What follows belongs to an exercise in optimizing a design on an open flow for small area, a short achievable clock period and few clock cycles; a production flow would make more cautious choices. At most, simulation tests tie the RTL to the original design; equivalence was not proved. Power is estimated from default activity; no workload was simulated.

Design ahb_lite_fir_filter, start of the top module:
module ahb_lite_fir_filter
(
  input  wire        clk,
  input  wire        n_rst,
  input  wire        hsel,
  input  wire [3:0]  haddr,
  input  wire        hsize,
  input  wire [1:0]  htrans,
  input  wire        hwrite,
  input  wire [15:0] hwdata,
  output reg  [15:0] hrdata,
  output reg         hresp
);
Size: ~1,800 cells after synthesis, about 300 flip-flops, about 44 I/O pins.
==> module ahb_lite_fir_filter, before the edit <==
module ahb_lite_fir_filter
(
  input  wire        clk,
  input  wire        n_rst,
  input  wire        hsel,
  input  wire [3:0]  haddr,
  input  wire        hsize,
  input  wire [1:0]  htrans,
  input  wire        hwrite,
  input  wire [15:0] hwdata,
  output reg  [15:0] hrdata,
  output reg         hresp
);
  wire xfer   = hsel & (htrans == 2'd2);
  wire wr_ok  = (haddr >= 4'd4) & (haddr <= 4'd14);
  always_comb hresp = xfer & (hwrite ? ~wr_ok : (haddr == 4'd15));
  reg        wp;           
  reg [3:0]  pa;           
  reg        ps;           
  always_ff @(posedge clk, negedge n_rst)
    if (!n_rst) wp <= 1'b0;
    else        wp <= xfer & hwrite & wr_ok;
  always_ff @(posedge clk) begin
    pa <= haddr;
    ps <= hsize;
  end
  wire wlo = wp & (ps | ~pa[0]);
  wire whi = wp & (ps |  pa[0]);
  reg [15:0] smp;                  
  reg [15:0] f0, f1, f2, f3;       
  reg [15:0] c0, c1, c2, c3;       
  reg [15:0] x1, x2;               
  reg        vc, vx1, vx2;         
  reg [17:0] acc;                  
  reg [15:0] res;                  
  reg        err;
  reg [15:0] mr;                   
  reg [15:0] ma;                   
  reg [8:0]  bone;                 
  reg [7:0]  btwo, bneg;
  reg s_0;                         
  reg u;                           
  reg s_c1;                        
  reg s_c2;                        
  reg s_c3;                        
  reg s_a3;                        
  reg g2;                          
  wire sel_smp = pa[3:1] == 3'd2;
  wire start   = wp & sel_smp;
  wire wr14    = wp & (pa == 4'd14);
  wire load    = wr14 & hwdata[0];
  wire [15:0] smp_n = {whi & sel_smp ? hwdata[15:8] : smp[15:8],
                       wlo & sel_smp ? hwdata[7:0]  : smp[7:0]};
  function automatic gt16(input [15:0] a, input [15:0] b);
    reg [15:0] g, l;
    integer w, i;
    g = a & ~b;
    l = ~a & b;
    for (w = 1; w < 16; w = w * 2)
      for (i = 0; i < 16; i = i + 2 * w) begin
        g[i] = g[i + w] | (~l[i + w] & g[i]);
        l[i] = l[i + w] | (~g[i + w] & l[i]);
      end
    gt16 = g[0];
  endfunction
  reg  [15:0] bn;
  wire [8:0]  bn_one;
  wire [7:0]  bn_two, bn_neg;
  wire [15:0] m;
  always_comb
    bn = ({16{start & vc}} & c0) | ({16{s_0 & vc}} & c1) |
         ({16{s_c1 & vc}} & c2) | ({16{s_c2 & vc}} & c3);
  fir_booth ENC (.b(bn), .one(bn_one), .two(bn_two), .neg(bn_neg));
  always_ff @(posedge clk) begin
    ma <= ({16{start | wr14 | s_0}} & smp_n) | ({16{s_c1 & vx1}} & x1) |
          ({16{s_c2 & vx2}} & x2);
    bone <= bn_one;
    btwo <= bn_two;
    bneg <= bn_neg;
  end
  fir_mul MUL (.a(ma), .one(bone), .two(btwo), .neg(bneg), .m(m));
  wire        sub  = g2 | s_c3;
  wire [17:0] opa  = s_c2 ? 18'd0 : acc;
  wire [17:0] sum  = sub ? opa - {2'b0, mr} : opa + {2'b0, mr};
  wire err_now = (~acc[17] & acc[16]) | (acc[17] & gt16(mr, acc[15:0]));
  always_ff @(posedge clk)
    mr <= m;
  always_ff @(posedge clk, negedge n_rst) begin
    if (!n_rst) begin
      smp <= '0;
      f0 <= '0; f1 <= '0; f2 <= '0; f3 <= '0;
      vc <= 1'b0; vx1 <= 1'b0; vx2 <= 1'b0;
      acc <= '0;
      res <= '0;
      err <= 1'b0;
      s_0 <= 1'b0; u <= 1'b0; s_c1 <= 1'b0; s_c2 <= 1'b0; s_c3 <= 1'b0;
      s_a3 <= 1'b0; g2 <= 1'b0;
    end else begin
      smp <= smp_n;
      if (wlo && pa[3:1] == 3'd3) f0[7:0]  <= hwdata[7:0];
      if (whi && pa[3:1] == 3'd3) f0[15:8] <= hwdata[15:8];
      if (wlo && pa[3:1] == 3'd4) f1[7:0]  <= hwdata[7:0];
      if (whi && pa[3:1] == 3'd4) f1[15:8] <= hwdata[15:8];
      if (wlo && pa[3:1] == 3'd5) f2[7:0]  <= hwdata[7:0];
      if (whi && pa[3:1] == 3'd5) f2[15:8] <= hwdata[15:8];
      if (wlo && pa[3:1] == 3'd6) f3[7:0]  <= hwdata[7:0];
      if (whi && pa[3:1] == 3'd6) f3[15:8] <= hwdata[15:8];
      if (start) begin
        vx1 <= 1'b1;
        vx2 <= vx1;
      end
      if (load)
        vc <= 1'b1;
      s_0  <= start | load;
      u    <= start;
      s_c1 <= s_0;
      g2   <= s_0 & u;
      s_c2 <= s_c1;
      s_c3 <= s_c2;
      s_a3 <= s_c3;
      if (load)
        err <= 1'b0;
      else if (g2)
        err <= err_now;
      if (g2)
        res <= sum[17] ? 16'd0 - sum[15:0] : sum[15:0];
      if (s_c2 | s_c3 | s_a3)
        acc <= sum;
    end
  end
  always_ff @(posedge clk) begin
    if (start) begin
      x1 <= smp;
      x2 <= x1;
    end
    if (load) begin
      c0 <= f0; c1 <= f1; c2 <= f2; c3 <= f3;
    end
  end
  reg [6:0] rlo, rhi;
  wire      rd = xfer & ~hwrite;
  always_ff @(posedge clk) begin
    for (int k = 0; k < 7; k++) begin
      rlo[k] <= rd & (haddr[3:1] == k) & (hsize | ~haddr[0]);
      rhi[k] <= rd & (haddr[3:1] == k) & (hsize |  haddr[0]);
    end
  end
  wire [15:0] g0 = {7'b0, g2 ? err_now : err, 7'b0, s_0};
  wire [15:0] r_hl [0:6];
  assign r_hl[0] = g0;
  assign r_hl[1] = res;
  assign r_hl[2] = smp;
  assign r_hl[3] = f0;
  assign r_hl[4] = f1;
  assign r_hl[5] = f2;
  assign r_hl[6] = f3;
  always_comb begin
    hrdata = 16'd0;
    for (int k = 0; k < 7; k++)
      hrdata = hrdata | ({{8{rhi[k]}}, {8{rlo[k]}}} & r_hl[k]);
  end
endmodule
==> flow/config.mk <==
export PLATFORM = sky130hd
export DESIGN_NAME = ahb_lite_fir_filter
export DESIGN_NICKNAME = ahb_lite_fir_filter
export VERILOG_FILES = /design/flow/design.v
export SDC_FILE = /design/flow/constraint.sdc
export NUM_CORES = 4
export LEC_CHECK = 0
export CAP_MARGIN = 20
export CORE_MARGIN = 2
export CORE_UTILIZATION = 40
export CTS_BUF_LIST = sky130_fd_sc_hd__clkbuf_16
export CTS_CLUSTER_DIAMETER = 80
export CTS_CLUSTER_SIZE = 25
export SLEW_MARGIN = 20
==> flow/constraint.sdc <==
create_clock -name core_clock -period 11.0 [get_ports {clk}]
set_input_delay 2.2000 -clock core_clock [delete_from_list [all_inputs] [get_ports {clk}]]
set_output_delay 2.2000 -clock core_clock [all_outputs]
set_load 0.01 [all_outputs]
standard.sh (not shown) runs the stock make flow with config.mk's settings and CLKGATE_MAP_FILE= SYNTH_SCRIPT=/design/flow/synth_recipe.tcl, a recipe that flattens the netlist after the stock synthesis.
==> flow/flow/run.sh <==
#!/bin/bash
set -uo pipefail
export SETUP_SLACK_MARGIN=6.0
export BUFFER_PORTS_ARGS="-buffer_cell sky130_fd_sc_hd__buf_2"
bash standard.sh > standard.log 2>&1
Testbench counts at the start, summed over its fixed seeds: cycles 4,104.
==> next run, changes <==
--- a/flow/design.v
+++ b/flow/design.v
@@ -1075,22 +1075,10 @@
   wire start   = wp & sel_smp;
   wire wr14    = wp & (pa == 4'd14);
   wire load    = wr14 & hwdata[0];
   wire [15:0] smp_n = {whi & sel_smp ? hwdata[15:8] : smp[15:8],
                        wlo & sel_smp ? hwdata[7:0]  : smp[7:0]};
-  function automatic gt16(input [15:0] a, input [15:0] b);
-    reg [15:0] g, l;
-    integer w, i;
-    g = a & ~b;
-    l = ~a & b;
-    for (w = 1; w < 16; w = w * 2)
-      for (i = 0; i < 16; i = i + 2 * w) begin
-        g[i] = g[i + w] | (~l[i + w] & g[i]);
-        l[i] = l[i + w] | (~g[i + w] & l[i]);
-      end
-    gt16 = g[0];
-  endfunction
   reg  [15:0] bn;
   wire [8:0]  bn_one;
   wire [7:0]  bn_two, bn_neg;
   wire [15:0] m;
   always_comb
@@ -1106,11 +1094,11 @@
   end
   fir_mul MUL (.a(ma), .one(bone), .two(btwo), .neg(bneg), .m(m));
   wire        sub  = g2 | s_c3;
   wire [17:0] opa  = s_c2 ? 18'd0 : acc;
   wire [17:0] sum  = sub ? opa - {2'b0, mr} : opa + {2'b0, mr};
-  wire err_now = (~acc[17] & acc[16]) | (acc[17] & gt16(mr, acc[15:0]));
+  wire err_now = (~acc[17] & acc[16]) | (acc[17] & (mr > acc[15:0]));
   always_ff @(posedge clk)
     mr <= m;
   always_ff @(posedge clk, negedge n_rst) begin
     if (!n_rst) begin
       smp <= '0;
@@ -1161,28 +1149,20 @@
     end
     if (load) begin
       c0 <= f0; c1 <= f1; c2 <= f2; c3 <= f3;
     end
   end
-  reg [6:0] rlo, rhi;
-  wire      rd = xfer & ~hwrite;
-  always_ff @(posedge clk) begin
-    for (int k = 0; k < 7; k++) begin
-      rlo[k] <= rd & (haddr[3:1] == k) & (hsize | ~haddr[0]);
-      rhi[k] <= rd & (haddr[3:1] == k) & (hsize |  haddr[0]);
-    end
-  end
-  wire [15:0] g0 = {7'b0, g2 ? err_now : err, 7'b0, s_0};
-  wire [15:0] r_hl [0:6];
-  assign r_hl[0] = g0;
-  assign r_hl[1] = res;
-  assign r_hl[2] = smp;
-  assign r_hl[3] = f0;
-  assign r_hl[4] = f1;
-  assign r_hl[5] = f2;
-  assign r_hl[6] = f3;
+  reg [7:0] blo, bhi;
   always_comb begin
-    hrdata = 16'd0;
-    for (int k = 0; k < 7; k++)
-      hrdata = hrdata | ({{8{rhi[k]}}, {8{rlo[k]}}} & r_hl[k]);
+    case (pa[3:1])
+      3'd0:    begin blo = {7'b0, s_0}; bhi = {7'b0, g2 ? err_now : err}; end
+      3'd1:    begin blo = res[7:0];     bhi = res[15:8];   end
+      3'd2:    begin blo = smp[7:0];     bhi = smp[15:8];   end
+      3'd3:    begin blo = f0[7:0];      bhi = f0[15:8];    end
+      3'd4:    begin blo = f1[7:0];      bhi = f1[15:8];    end
+      3'd5:    begin blo = f2[7:0];      bhi = f2[15:8];    end
+      3'd6:    begin blo = f3[7:0];      bhi = f3[15:8];    end
+      default: begin blo = 8'd0;         bhi = 8'd0;        end
+    endcase
+    hrdata = {(ps | pa[0]) ? bhi : 8'd0, (ps | ~pa[0]) ? blo : 8'd0};
   end
 endmodule
- register-to-register slack got worse by 0.12 ns
- clock-buffer cell count is lower by 2
- area after synthesis shrinks by 0.64%
- non-clock buffer count shrinks by 1
- sequential power hardly moves
- clock skew rises by 0.0040 ns
- critical path depth climbs by 7
- total power goes up by 2.4%
- synthesized cell count drops by 1.3%
No functional check of the RTL was part of the second run of this note.

separate check: timing with driven ports:
No port has a modelled driver above. Below, the same layouts with a new extraction and two added sets of constraints. Step 1 assumes that a clkbuf_16 drives the clock port and a buf_2 every other input. Step 2, shift: input delay + t, output delay - t, t = (earliest + latest rising clock arrival at the registers) / 2. This alone moves slack from input paths to output paths. a / b / c = ideal ports / drivers / drivers and shift; a / b = the first two.
run	t, ns	setup slack, ns	clock arrival spread, ns	slew at the worst register clock pin (ns)
the first run	0.586	6.003 / 5.982 / 5.982	0.030 / 0.030	0.10 / 0.10
the second run	0.553	5.769 / 5.716 / 5.902	0.034 / 0.034	0.10 / 0.10
After both steps setup and hold are still met in every run listed. The setup slack of the first run, which loses most, moves by -0.021 ns with the drivers and by -0.021 ns with both steps.
